This is an optimization exercise on Yosys and OpenROAD, whose aim is small area, not a production implementation.
Power and IR drop assume default switching activity.

==> exp/quartz: inputs <==
==> flow/design.v <==
module alu_fa(input x, input y, input z, output s, output c);
    assign s = x ^ y ^ z;
    assign c = (x & y) | (x & z) | (y & z);
endmodule
module alu_ha(input x, input y, output s, output c);
    assign s = x ^ y;
    assign c = x & y;
endmodule
module alu #(
    parameter INT_W  = 3,
    parameter FRAC_W = 5,
    parameter INST_W = 3,
    parameter DATA_W = INT_W + FRAC_W
)(
    input                     i_clk,
    input                     i_rst_n,
    input                     i_valid,
    input signed [DATA_W-1:0] i_data_a,
    input signed [DATA_W-1:0] i_data_b,
    input        [INST_W-1:0] i_inst,
    output                    o_valid,
    output signed      [DATA_W-1:0] o_data
);
wire [7:0] a = i_data_a;
wire [7:0] b = i_data_b;
wire       sub = i_inst[0];
wire [7:0] bx  = b ^ {8{sub}};
wire [8:0] ac;
wire [7:0] sum;
assign ac[0] = sub;
genvar gi;
generate for (gi = 0; gi < 8; gi = gi + 1) begin : g_add
    alu_fa u_fa (.x(a[gi]), .y(bx[gi]), .z(ac[gi]), .s(sum[gi]), .c(ac[gi+1]));
end endgenerate
wire       ovf    = ac[7] ^ ac[8];
wire [7:0] addsub = ovf ? {~sum[7], {7{sum[7]}}} : sum;
wire       a_lt_b = sum[7] ^ ovf;
wire [7:0] minv   = a_lt_b ? a : b;
wire [15:4] q;
wire pp01_1 = a[0] & b[1];
wire pp02_2 = a[0] & b[2];
wire pp03_3 = a[0] & b[3];
wire pp04_4 = a[0] & b[4];
wire pp05_5 = a[0] & b[5];
wire pp06_6 = a[0] & b[6];
wire pp07_7 = ~(a[0] & b[7]);
wire pp10_8 = a[1] & b[0];
wire pp11_9 = a[1] & b[1];
wire pp12_10 = a[1] & b[2];
wire pp13_11 = a[1] & b[3];
wire pp14_12 = a[1] & b[4];
wire pp15_13 = a[1] & b[5];
wire pp16_14 = a[1] & b[6];
wire pp17_15 = ~(a[1] & b[7]);
wire pp20_16 = a[2] & b[0];
wire pp21_17 = a[2] & b[1];
wire pp22_18 = a[2] & b[2];
wire pp23_19 = a[2] & b[3];
wire pp24_20 = a[2] & b[4];
wire pp25_21 = a[2] & b[5];
wire pp26_22 = a[2] & b[6];
wire pp27_23 = ~(a[2] & b[7]);
wire pp30_24 = a[3] & b[0];
wire pp31_25 = a[3] & b[1];
wire pp32_26 = a[3] & b[2];
wire pp33_27 = a[3] & b[3];
wire pp34_28 = a[3] & b[4];
wire pp35_29 = a[3] & b[5];
wire pp36_30 = a[3] & b[6];
wire pp37_31 = ~(a[3] & b[7]);
wire pp40_32 = a[4] & b[0];
wire pp41_33 = a[4] & b[1];
wire pp42_34 = a[4] & b[2];
wire pp43_35 = a[4] & b[3];
wire pp44_36 = a[4] & b[4];
wire pp45_37 = a[4] & b[5];
wire pp46_38 = a[4] & b[6];
wire pp47_39 = ~(a[4] & b[7]);
wire pp50_40 = a[5] & b[0];
wire pp51_41 = a[5] & b[1];
wire pp52_42 = a[5] & b[2];
wire pp53_43 = a[5] & b[3];
wire pp54_44 = a[5] & b[4];
wire pp55_45 = a[5] & b[5];
wire pp56_46 = a[5] & b[6];
wire pp57_47 = ~(a[5] & b[7]);
wire pp60_48 = a[6] & b[0];
wire pp61_49 = a[6] & b[1];
wire pp62_50 = a[6] & b[2];
wire pp63_51 = a[6] & b[3];
wire pp64_52 = a[6] & b[4];
wire pp65_53 = a[6] & b[5];
wire pp66_54 = a[6] & b[6];
wire pp67_55 = ~(a[6] & b[7]);
wire pp70_56 = ~(a[7] & b[0]);
wire pp71_57 = ~(a[7] & b[1]);
wire pp72_58 = ~(a[7] & b[2]);
wire pp73_59 = ~(a[7] & b[3]);
wire pp74_60 = ~(a[7] & b[4]);
wire pp75_61 = ~(a[7] & b[5]);
wire pp76_62 = ~(a[7] & b[6]);
wire pp77_63 = a[7] & b[7];
wire s64, c65;
wire s66, c67;
wire s68, c69;
wire s70 = ~(pp17_15 ^ pp26_22);
wire c71 = pp17_15 | pp26_22;
wire s72, c73;
wire s74, c75;
wire s76 = ~(pp04_4 ^ pp13_11);
wire c77 = pp04_4 | pp13_11;
wire s78, c79;
wire s80, c81;
wire s82, c83;
wire s84, c85;
wire s86, c87;
wire s88, c89;
wire s90, c91;
wire s92, c93;
wire s94, c95;
wire s96, c97;
wire s98, c99;
wire s100, c101;
wire s102, c103;
wire s104, c105;
wire s106, c107;
wire s108, c109;
wire s110, c111;
wire s112, c113;
wire s114, c115;
wire s116, c117;
wire s118, c119;
wire s120, c121;
wire s122, c123;
wire s124, c125;
wire s126, c127;
wire s128, c129;
wire s130, c131;
wire s132, c133;
wire s134, c135;
wire s136, c137;
wire s138, c139;
wire s140, c141;
wire s142, c143;
wire s144, c145;
wire s146, c147;
wire c148 = pp01_1 & pp10_8;
wire c149 = (pp20_16 & s124) | (pp20_16 & c148) | (s124 & c148);
wire c150 = (s126 & c125) | (s126 & c149) | (c125 & c149);
wire s151, c152;
wire s153, c154;
wire s155, c156;
wire s157, c158;
wire s159, c160;
wire s161, c162;
wire s163, c164;
wire s165, c166;
wire s167, c168;
wire s169, c170;
wire s171, c172;
wire s173 = ~c172;
assign q[4] = s151;
assign q[5] = s153;
assign q[6] = s155;
assign q[7] = s157;
assign q[8] = s159;
assign q[9] = s161;
assign q[10] = s163;
assign q[11] = s165;
assign q[12] = s167;
assign q[13] = s169;
assign q[14] = s171;
assign q[15] = s173;
alu_ha u_s64 (.x(pp06_6), .y(pp15_13), .s(s64), .c(c65));
alu_fa u_s66 (.x(pp07_7), .y(pp16_14), .z(pp25_21), .s(s66), .c(c67));
alu_ha u_s68 (.x(pp34_28), .y(pp43_35), .s(s68), .c(c69));
alu_fa u_s72 (.x(pp35_29), .y(pp44_36), .z(pp53_43), .s(s72), .c(c73));
alu_fa u_s74 (.x(pp27_23), .y(pp36_30), .z(pp45_37), .s(s74), .c(c75));
alu_fa u_s78 (.x(pp05_5), .y(pp14_12), .z(pp23_19), .s(s78), .c(c79));
alu_ha u_s80 (.x(pp32_26), .y(pp41_33), .s(s80), .c(c81));
alu_fa u_s82 (.x(pp24_20), .y(pp33_27), .z(pp42_34), .s(s82), .c(c83));
alu_fa u_s84 (.x(pp51_41), .y(pp60_48), .z(s64), .s(s84), .c(c85));
alu_fa u_s86 (.x(pp52_42), .y(pp61_49), .z(pp70_56), .s(s86), .c(c87));
alu_fa u_s88 (.x(s66), .y(s68), .z(c65), .s(s88), .c(c89));
alu_fa u_s90 (.x(pp62_50), .y(pp71_57), .z(s70), .s(s90), .c(c91));
alu_fa u_s92 (.x(s72), .y(c67), .z(c69), .s(s92), .c(c93));
alu_fa u_s94 (.x(pp54_44), .y(pp63_51), .z(pp72_58), .s(s94), .c(c95));
alu_fa u_s96 (.x(s74), .y(c71), .z(c73), .s(s96), .c(c97));
alu_fa u_s98 (.x(pp37_31), .y(pp46_38), .z(pp55_45), .s(s98), .c(c99));
alu_fa u_s100 (.x(pp64_52), .y(pp73_59), .z(c75), .s(s100), .c(c101));
alu_fa u_s102 (.x(pp47_39), .y(pp56_46), .z(pp65_53), .s(s102), .c(c103));
alu_ha u_s104 (.x(pp03_3), .y(pp12_10), .s(s104), .c(c105));
alu_fa u_s106 (.x(pp22_18), .y(pp31_25), .z(pp40_32), .s(s106), .c(c107));
alu_fa u_s108 (.x(pp50_40), .y(s78), .z(s80), .s(s108), .c(c109));
alu_fa u_s110 (.x(s82), .y(s84), .z(c79), .s(s110), .c(c111));
alu_fa u_s112 (.x(s86), .y(s88), .z(c83), .s(s112), .c(c113));
alu_fa u_s114 (.x(s90), .y(s92), .z(c87), .s(s114), .c(c115));
alu_fa u_s116 (.x(s94), .y(s96), .z(c91), .s(s116), .c(c117));
alu_fa u_s118 (.x(s98), .y(s100), .z(c95), .s(s118), .c(c119));
alu_fa u_s120 (.x(pp74_60), .y(s102), .z(c99), .s(s120), .c(c121));
alu_fa u_s122 (.x(pp57_47), .y(pp66_54), .z(pp75_61), .s(s122), .c(c123));
alu_ha u_s124 (.x(pp02_2), .y(pp11_9), .s(s124), .c(c125));
alu_fa u_s126 (.x(pp21_17), .y(pp30_24), .z(s104), .s(s126), .c(c127));
alu_fa u_s128 (.x(s76), .y(s106), .z(c105), .s(s128), .c(c129));
alu_fa u_s130 (.x(c77), .y(s108), .z(c107), .s(s130), .c(c131));
alu_fa u_s132 (.x(c81), .y(s110), .z(c109), .s(s132), .c(c133));
alu_fa u_s134 (.x(c85), .y(s112), .z(c111), .s(s134), .c(c135));
alu_fa u_s136 (.x(c89), .y(s114), .z(c113), .s(s136), .c(c137));
alu_fa u_s138 (.x(c93), .y(s116), .z(c115), .s(s138), .c(c139));
alu_fa u_s140 (.x(c97), .y(s118), .z(c117), .s(s140), .c(c141));
alu_fa u_s142 (.x(c101), .y(s120), .z(c119), .s(s142), .c(c143));
alu_fa u_s144 (.x(c103), .y(s122), .z(c121), .s(s144), .c(c145));
alu_fa u_s146 (.x(pp67_55), .y(pp76_62), .z(c123), .s(s146), .c(c147));
alu_fa u_s151 (.x(s128), .y(c127), .z(c150), .s(s151), .c(c152));
alu_fa u_s153 (.x(s130), .y(c129), .z(c152), .s(s153), .c(c154));
alu_fa u_s155 (.x(s132), .y(c131), .z(c154), .s(s155), .c(c156));
alu_fa u_s157 (.x(s134), .y(c133), .z(c156), .s(s157), .c(c158));
alu_fa u_s159 (.x(s136), .y(c135), .z(c158), .s(s159), .c(c160));
alu_fa u_s161 (.x(s138), .y(c137), .z(c160), .s(s161), .c(c162));
alu_fa u_s163 (.x(s140), .y(c139), .z(c162), .s(s163), .c(c164));
alu_fa u_s165 (.x(s142), .y(c141), .z(c164), .s(s165), .c(c166));
alu_fa u_s167 (.x(s144), .y(c143), .z(c166), .s(s167), .c(c168));
alu_fa u_s169 (.x(s146), .y(c145), .z(c168), .s(s169), .c(c170));
alu_fa u_s171 (.x(pp77_63), .y(c147), .z(c170), .s(s171), .c(c172));
wire       z    = ~|q[11:4];
wire       sat  = q[15] ? ~&q[14:12] : (|q[14:13] | (q[12] & ~z));
wire [7:0] mulv = sat ? {q[15], {7{~q[15]}}} : {q[15] | z, q[11:5]};
wire       sg_hi  = ~a[7] & a[6] & a[5];
wire       sg_lo  = a[7] & (~a[6] | ~|a[5:0]);
wire       sg_mid = ~sg_hi & ~sg_lo;
wire [7:0] sigv   = {2'b00, ~a[7] & a[6], sg_mid & ~a[7] & ~a[6], a[5:2] & {4{sg_mid}}};
wire [7:0] r1   = b[0] ? {a[0], a[7:1]} : a;
wire [7:0] r2   = b[1] ? {r1[1:0], r1[7:2]} : r1;
wire [7:0] rotv = b[2] ? {r2[3:0], r2[7:4]} : r2;
reg [7:0] res;
always @(*) begin
    case (i_inst)
    3'd0, 3'd1: res = addsub;
    3'd2:       res = mulv;
    3'd3:       res = ~(a & b);
    3'd4:       res = ~(a ^ b);
    3'd5:       res = sigv;
    3'd6:       res = rotv;
    default:    res = minv;
    endcase
end
reg [7:0] o_data_r;
reg       o_valid_r;
always @(posedge i_clk or negedge i_rst_n) begin
    if (!i_rst_n) begin
        o_data_r  <= 8'd0;
        o_valid_r <= 1'b0;
    end else begin
        o_data_r  <= i_valid ? res : 8'd0;
        o_valid_r <= i_valid;
    end
end
assign o_valid = o_valid_r;
assign o_data  = o_data_r;
endmodule
==> flow/run.sh <==
#!/bin/bash
# synth_recipe.tcl (not shown) runs the flow's synth.tcl, then flattens the netlist and writes it again
# the make line also repeats each setting of config.mk as NAME=value (left out here)
make -C /OpenROAD-flow-scripts/flow DESIGN_CONFIG=/design/flow/config.mk WORK_HOME=/design/flow/orfs CLKGATE_MAP_FILE= SYNTH_SCRIPT=/design/flow/synth_recipe.tcl finish
==> flow/config.mk <==
export PLATFORM = sky130hd
export DESIGN_NAME = alu
export DESIGN_NICKNAME = alu
export VERILOG_FILES = /design/flow/design.v
export SDC_FILE = /design/flow/constraint.sdc
export NUM_CORES = 4
export LEC_CHECK = 0
export CAP_MARGIN = 20
export CORE_MARGIN = 2
export CORE_UTILIZATION = 40
export SLEW_MARGIN = 20
export SYNTH_HIERARCHICAL = 1
==> flow/constraint.sdc <==
create_clock -name core_clock -period 7.0 [get_ports {i_clk}]
set_input_delay 1.4000 -clock core_clock [delete_from_list [all_inputs] [get_ports {i_clk}]]
set_output_delay 1.4000 -clock core_clock [all_outputs]
set_load 0.01 [all_outputs]
==> exp/harbor: changes against exp/quartz <==
==> flow/design.v, changed modules only <==
module alu_ao(input g, input p, input c, output o);
    assign o = g | (p & c);
endmodule
module alu #(
    parameter INT_W  = 3,
    parameter FRAC_W = 5,
    parameter INST_W = 3,
    parameter DATA_W = INT_W + FRAC_W
)(
    input                     i_clk,
    input                     i_rst_n,
    input                     i_valid,
    input signed [DATA_W-1:0] i_data_a,
    input signed [DATA_W-1:0] i_data_b,
    input        [INST_W-1:0] i_inst,
    output                    o_valid,
    output signed      [DATA_W-1:0] o_data
);
wire [7:0] a = i_data_a;
wire [7:0] b = i_data_b;
wire       sub = i_inst[0];
wire [7:0] bx  = b ^ {8{sub}};
wire [8:0] ac;
wire [7:0] sum;
assign ac[0] = sub;
genvar gi;
wire [7:0] ag, ap;
generate for (gi = 0; gi < 8; gi = gi + 1) begin : g_add
    alu_ha u_ha (.x(a[gi]), .y(bx[gi]), .s(ap[gi]), .c(ag[gi]));
    alu_ao u_ao (.g(ag[gi]), .p(ap[gi]), .c(ac[gi]), .o(ac[gi+1]));
end endgenerate
assign sum = ap ^ ac[7:0];
wire       ovf    = ac[7] ^ ac[8];
wire [7:0] addsub = ovf ? {~sum[7], {7{sum[7]}}} : sum;
wire       a_lt_b = sum[7] ^ ovf;
wire [7:0] minv   = a_lt_b ? a : b;
wire [15:4] q;
wire pp01_1 = a[0] & b[1];
wire pp02_2 = a[0] & b[2];
wire pp03_3 = a[0] & b[3];
wire pp04_4 = a[0] & b[4];
wire pp05_5 = a[0] & b[5];
wire pp06_6 = a[0] & b[6];
wire pp07_7 = ~(a[0] & b[7]);
wire pp10_8 = a[1] & b[0];
wire pp11_9 = a[1] & b[1];
wire pp12_10 = a[1] & b[2];
wire pp13_11 = a[1] & b[3];
wire pp14_12 = a[1] & b[4];
wire pp15_13 = a[1] & b[5];
wire pp16_14 = a[1] & b[6];
wire pp17_15 = ~(a[1] & b[7]);
wire pp20_16 = a[2] & b[0];
wire pp21_17 = a[2] & b[1];
wire pp22_18 = a[2] & b[2];
wire pp23_19 = a[2] & b[3];
wire pp24_20 = a[2] & b[4];
wire pp25_21 = a[2] & b[5];
wire pp26_22 = a[2] & b[6];
wire pp27_23 = ~(a[2] & b[7]);
wire pp30_24 = a[3] & b[0];
wire pp31_25 = a[3] & b[1];
wire pp32_26 = a[3] & b[2];
wire pp33_27 = a[3] & b[3];
wire pp34_28 = a[3] & b[4];
wire pp35_29 = a[3] & b[5];
wire pp36_30 = a[3] & b[6];
wire pp37_31 = ~(a[3] & b[7]);
wire pp40_32 = a[4] & b[0];
wire pp41_33 = a[4] & b[1];
wire pp42_34 = a[4] & b[2];
wire pp43_35 = a[4] & b[3];
wire pp44_36 = a[4] & b[4];
wire pp45_37 = a[4] & b[5];
wire pp46_38 = a[4] & b[6];
wire pp47_39 = ~(a[4] & b[7]);
wire pp50_40 = a[5] & b[0];
wire pp51_41 = a[5] & b[1];
wire pp52_42 = a[5] & b[2];
wire pp53_43 = a[5] & b[3];
wire pp54_44 = a[5] & b[4];
wire pp55_45 = a[5] & b[5];
wire pp56_46 = a[5] & b[6];
wire pp57_47 = ~(a[5] & b[7]);
wire pp60_48 = a[6] & b[0];
wire pp61_49 = a[6] & b[1];
wire pp62_50 = a[6] & b[2];
wire pp63_51 = a[6] & b[3];
wire pp64_52 = a[6] & b[4];
wire pp65_53 = a[6] & b[5];
wire pp66_54 = a[6] & b[6];
wire pp67_55 = ~(a[6] & b[7]);
wire pp70_56 = ~(a[7] & b[0]);
wire pp71_57 = ~(a[7] & b[1]);
wire pp72_58 = ~(a[7] & b[2]);
wire pp73_59 = ~(a[7] & b[3]);
wire pp74_60 = ~(a[7] & b[4]);
wire pp75_61 = ~(a[7] & b[5]);
wire pp76_62 = ~(a[7] & b[6]);
wire pp77_63 = a[7] & b[7];
wire s64, c65;
wire s66, c67;
wire s68, c69;
wire s70 = ~(pp17_15 ^ pp26_22);
wire c71 = pp17_15 | pp26_22;
wire s72, c73;
wire s74, c75;
wire s76 = ~(pp04_4 ^ pp13_11);
wire c77 = pp04_4 | pp13_11;
wire s78, c79;
wire s80, c81;
wire s82, c83;
wire s84, c85;
wire s86, c87;
wire s88, c89;
wire s90, c91;
wire s92, c93;
wire s94, c95;
wire s96, c97;
wire s98, c99;
wire s100, c101;
wire s102, c103;
wire s104, c105;
wire s106, c107;
wire s108, c109;
wire s110, c111;
wire s112, c113;
wire s114, c115;
wire s116, c117;
wire s118, c119;
wire s120, c121;
wire s122, c123;
wire s124, c125;
wire s126, c127;
wire s128, c129;
wire s130, c131;
wire s132, c133;
wire s134, c135;
wire s136, c137;
wire s138, c139;
wire s140, c141;
wire s142, c143;
wire s144, c145;
wire s146, c147;
wire c148 = pp01_1 & pp10_8;
wire c149 = (pp20_16 & s124) | (pp20_16 & c148) | (s124 & c148);
wire c150 = (s126 & c125) | (s126 & c149) | (c125 & c149);
wire s151, c152;
wire s153 = s151 ^ c150;
wire c154;
wire s155, c156;
wire s157 = s155 ^ c154;
wire c158;
wire s159, c160;
wire s161 = s159 ^ c158;
wire c162;
wire s163, c164;
wire s165 = s163 ^ c162;
wire c166;
wire s167, c168;
wire s169 = s167 ^ c166;
wire c170;
wire s171, c172;
wire s173 = s171 ^ c170;
wire c174;
wire s175, c176;
wire s177 = s175 ^ c174;
wire c178;
wire s179, c180;
wire s181 = s179 ^ c178;
wire c182;
wire s183, c184;
wire s185 = s183 ^ c182;
wire c186;
wire s187, c188;
wire s189 = s187 ^ c186;
wire c190;
wire s191, c192;
wire s193 = s191 ^ c190;
wire c194;
wire s195 = 1'b1 ^ c194;
assign q[4] = s153;
assign q[5] = s157;
assign q[6] = s161;
assign q[7] = s165;
assign q[8] = s169;
assign q[9] = s173;
assign q[10] = s177;
assign q[11] = s181;
assign q[12] = s185;
assign q[13] = s189;
assign q[14] = s193;
assign q[15] = s195;
alu_ha u_s64 (.x(pp06_6), .y(pp15_13), .s(s64), .c(c65));
alu_fa u_s66 (.x(pp07_7), .y(pp16_14), .z(pp25_21), .s(s66), .c(c67));
alu_ha u_s68 (.x(pp34_28), .y(pp43_35), .s(s68), .c(c69));
alu_fa u_s72 (.x(pp35_29), .y(pp44_36), .z(pp53_43), .s(s72), .c(c73));
alu_fa u_s74 (.x(pp27_23), .y(pp36_30), .z(pp45_37), .s(s74), .c(c75));
alu_fa u_s78 (.x(pp05_5), .y(pp14_12), .z(pp23_19), .s(s78), .c(c79));
alu_ha u_s80 (.x(pp32_26), .y(pp41_33), .s(s80), .c(c81));
alu_fa u_s82 (.x(pp24_20), .y(pp33_27), .z(pp42_34), .s(s82), .c(c83));
alu_fa u_s84 (.x(pp51_41), .y(pp60_48), .z(s64), .s(s84), .c(c85));
alu_fa u_s86 (.x(pp52_42), .y(pp61_49), .z(pp70_56), .s(s86), .c(c87));
alu_fa u_s88 (.x(s66), .y(s68), .z(c65), .s(s88), .c(c89));
alu_fa u_s90 (.x(pp62_50), .y(pp71_57), .z(s70), .s(s90), .c(c91));
alu_fa u_s92 (.x(s72), .y(c67), .z(c69), .s(s92), .c(c93));
alu_fa u_s94 (.x(pp54_44), .y(pp63_51), .z(pp72_58), .s(s94), .c(c95));
alu_fa u_s96 (.x(s74), .y(c71), .z(c73), .s(s96), .c(c97));
alu_fa u_s98 (.x(pp37_31), .y(pp46_38), .z(pp55_45), .s(s98), .c(c99));
alu_fa u_s100 (.x(pp64_52), .y(pp73_59), .z(c75), .s(s100), .c(c101));
alu_fa u_s102 (.x(pp47_39), .y(pp56_46), .z(pp65_53), .s(s102), .c(c103));
alu_ha u_s104 (.x(pp03_3), .y(pp12_10), .s(s104), .c(c105));
alu_fa u_s106 (.x(pp22_18), .y(pp31_25), .z(pp40_32), .s(s106), .c(c107));
alu_fa u_s108 (.x(pp50_40), .y(s78), .z(s80), .s(s108), .c(c109));
alu_fa u_s110 (.x(s82), .y(s84), .z(c79), .s(s110), .c(c111));
alu_fa u_s112 (.x(s86), .y(s88), .z(c83), .s(s112), .c(c113));
alu_fa u_s114 (.x(s90), .y(s92), .z(c87), .s(s114), .c(c115));
alu_fa u_s116 (.x(s94), .y(s96), .z(c91), .s(s116), .c(c117));
alu_fa u_s118 (.x(s98), .y(s100), .z(c95), .s(s118), .c(c119));
alu_fa u_s120 (.x(pp74_60), .y(s102), .z(c99), .s(s120), .c(c121));
alu_fa u_s122 (.x(pp57_47), .y(pp66_54), .z(pp75_61), .s(s122), .c(c123));
alu_ha u_s124 (.x(pp02_2), .y(pp11_9), .s(s124), .c(c125));
alu_fa u_s126 (.x(pp21_17), .y(pp30_24), .z(s104), .s(s126), .c(c127));
alu_fa u_s128 (.x(s76), .y(s106), .z(c105), .s(s128), .c(c129));
alu_fa u_s130 (.x(c77), .y(s108), .z(c107), .s(s130), .c(c131));
alu_fa u_s132 (.x(c81), .y(s110), .z(c109), .s(s132), .c(c133));
alu_fa u_s134 (.x(c85), .y(s112), .z(c111), .s(s134), .c(c135));
alu_fa u_s136 (.x(c89), .y(s114), .z(c113), .s(s136), .c(c137));
alu_fa u_s138 (.x(c93), .y(s116), .z(c115), .s(s138), .c(c139));
alu_fa u_s140 (.x(c97), .y(s118), .z(c117), .s(s140), .c(c141));
alu_fa u_s142 (.x(c101), .y(s120), .z(c119), .s(s142), .c(c143));
alu_fa u_s144 (.x(c103), .y(s122), .z(c121), .s(s144), .c(c145));
alu_fa u_s146 (.x(pp67_55), .y(pp76_62), .z(c123), .s(s146), .c(c147));
alu_ha u_s151 (.x(s128), .y(c127), .s(s151), .c(c152));
alu_ao u_c154 (.g(c152), .p(s151), .c(c150), .o(c154));
alu_ha u_s155 (.x(s130), .y(c129), .s(s155), .c(c156));
alu_ao u_c158 (.g(c156), .p(s155), .c(c154), .o(c158));
alu_ha u_s159 (.x(s132), .y(c131), .s(s159), .c(c160));
alu_ao u_c162 (.g(c160), .p(s159), .c(c158), .o(c162));
alu_ha u_s163 (.x(s134), .y(c133), .s(s163), .c(c164));
alu_ao u_c166 (.g(c164), .p(s163), .c(c162), .o(c166));
alu_ha u_s167 (.x(s136), .y(c135), .s(s167), .c(c168));
alu_ao u_c170 (.g(c168), .p(s167), .c(c166), .o(c170));
alu_ha u_s171 (.x(s138), .y(c137), .s(s171), .c(c172));
alu_ao u_c174 (.g(c172), .p(s171), .c(c170), .o(c174));
alu_ha u_s175 (.x(s140), .y(c139), .s(s175), .c(c176));
alu_ao u_c178 (.g(c176), .p(s175), .c(c174), .o(c178));
alu_ha u_s179 (.x(s142), .y(c141), .s(s179), .c(c180));
alu_ao u_c182 (.g(c180), .p(s179), .c(c178), .o(c182));
alu_ha u_s183 (.x(s144), .y(c143), .s(s183), .c(c184));
alu_ao u_c186 (.g(c184), .p(s183), .c(c182), .o(c186));
alu_ha u_s187 (.x(s146), .y(c145), .s(s187), .c(c188));
alu_ao u_c190 (.g(c188), .p(s187), .c(c186), .o(c190));
alu_ha u_s191 (.x(pp77_63), .y(c147), .s(s191), .c(c192));
alu_ao u_c194 (.g(c192), .p(s191), .c(c190), .o(c194));
wire       z    = ~|q[11:4];
wire       sat  = q[15] ? ~&q[14:12] : (|q[14:13] | (q[12] & ~z));
wire [7:0] mulv = sat ? {q[15], {7{~q[15]}}} : {q[15] | z, q[11:5]};
wire       sg_hi  = ~a[7] & a[6] & a[5];
wire       sg_lo  = a[7] & (~a[6] | ~|a[5:0]);
wire       sg_mid = ~sg_hi & ~sg_lo;
wire [7:0] sigv   = {2'b00, ~a[7] & a[6], sg_mid & ~a[7] & ~a[6], a[5:2] & {4{sg_mid}}};
wire [7:0] r1   = b[0] ? {a[0], a[7:1]} : a;
wire [7:0] r2   = b[1] ? {r1[1:0], r1[7:2]} : r1;
wire [7:0] rotv = b[2] ? {r2[3:0], r2[7:4]} : r2;
reg [7:0] res;
always @(*) begin
    case (i_inst)
    3'd0, 3'd1: res = addsub;
    3'd2:       res = mulv;
    3'd3:       res = ~(a & b);
    3'd4:       res = ~(a ^ b);
    3'd5:       res = sigv;
    3'd6:       res = rotv;
    default:    res = minv;
    endcase
end
reg [7:0] o_data_r;
reg       o_valid_r;
always @(posedge i_clk or negedge i_rst_n) begin
    if (!i_rst_n) begin
        o_data_r  <= 8'd0;
        o_valid_r <= 1'b0;
    end else begin
        o_data_r  <= i_valid ? res : 8'd0;
        o_valid_r <= i_valid;
    end
end
assign o_valid = o_valid_r;
assign o_data  = o_data_r;
endmodule
Settings changed: GPL_TIMING_DRIVEN set to 0.
==> results.txt <==
exp/harbor completed without violations. exp/quartz finished but fails on setup timing.
Between exp/quartz and exp/harbor, the lower critical path depth is in exp/quartz (gap 2).
Against exp/harbor, the area after synthesis of exp/quartz is larger by 0.79%.
Non-clock buffer count: exp/quartz is higher than exp/harbor (26).
Final cell count: exp/harbor is larger than exp/quartz (about 1.3%).
Against exp/quartz, the utilization of exp/harbor is lower by 4.2 points.
==> figures <==
| metric | exp/quartz | exp/harbor |
|---|---|---|
| Met2 Use GR | 39.9% | 34.9% |
| P_comb | 0.943 mW | 0.631 mW |
| Placement-stage cell area | 3800 µm² | 3430 µm² |
| Outcome | complete, but fails checks | complete, no violations |
| Violated checks | setup timing | - |
| Met2 routed WL | 4.75 mm | 4.01 mm |
| Wire length of the first global-routing pass | 15.3 mm | 14.0 mm |
| Relative max-transition margin | 37.2% | 46.5% |
| Final period demand of the worst path | 7610 ps | 6720 ps |
| Post-route worst setup slack | -608 ps | 284 ps |
| Commonest non-fill, non-tap cell in the layout | buf_4 | and2_1 |
| Post-Synth XOR/XNOR Area | 3.33% | 8.13% |
| Power density relative to cell area | 269 nW/µm² | 205 nW/µm² |
No functional check of the RTL was part of any run of this note.

separate check: timing with driven ports:
The flow's constraints put no driver on any port. The routed layouts listed below were extracted and timed again, unchanged, in two steps. Step 1 sets driving cells, clkbuf_16 on the clock port and buf_2 on the other inputs (assumed; they add their load-dependent delay and slew). Step 2 adds t to the input delays and takes it off the output delays; t is the mean of the earliest and latest rising clock arrival at the registers after step 1. Input paths then give back, and output paths get back, about the clock's delay inside the block. Three values: ideal ports, drivers, drivers and shift; two values: the first two.
run | shift t [ns] | setup slack, ns | worst setup path at the end | cell pins on the clock port's net
exp/quartz | 0.259 | -0.608 / -0.629 / -0.888 | input to register | 1
exp/harbor | 0.253 | 0.284 / 0.285 / 0.032 | input to register | 1
The setup slack of exp/quartz, which loses most, moves by -0.021 ns with the drivers and by -0.280 ns with both steps.
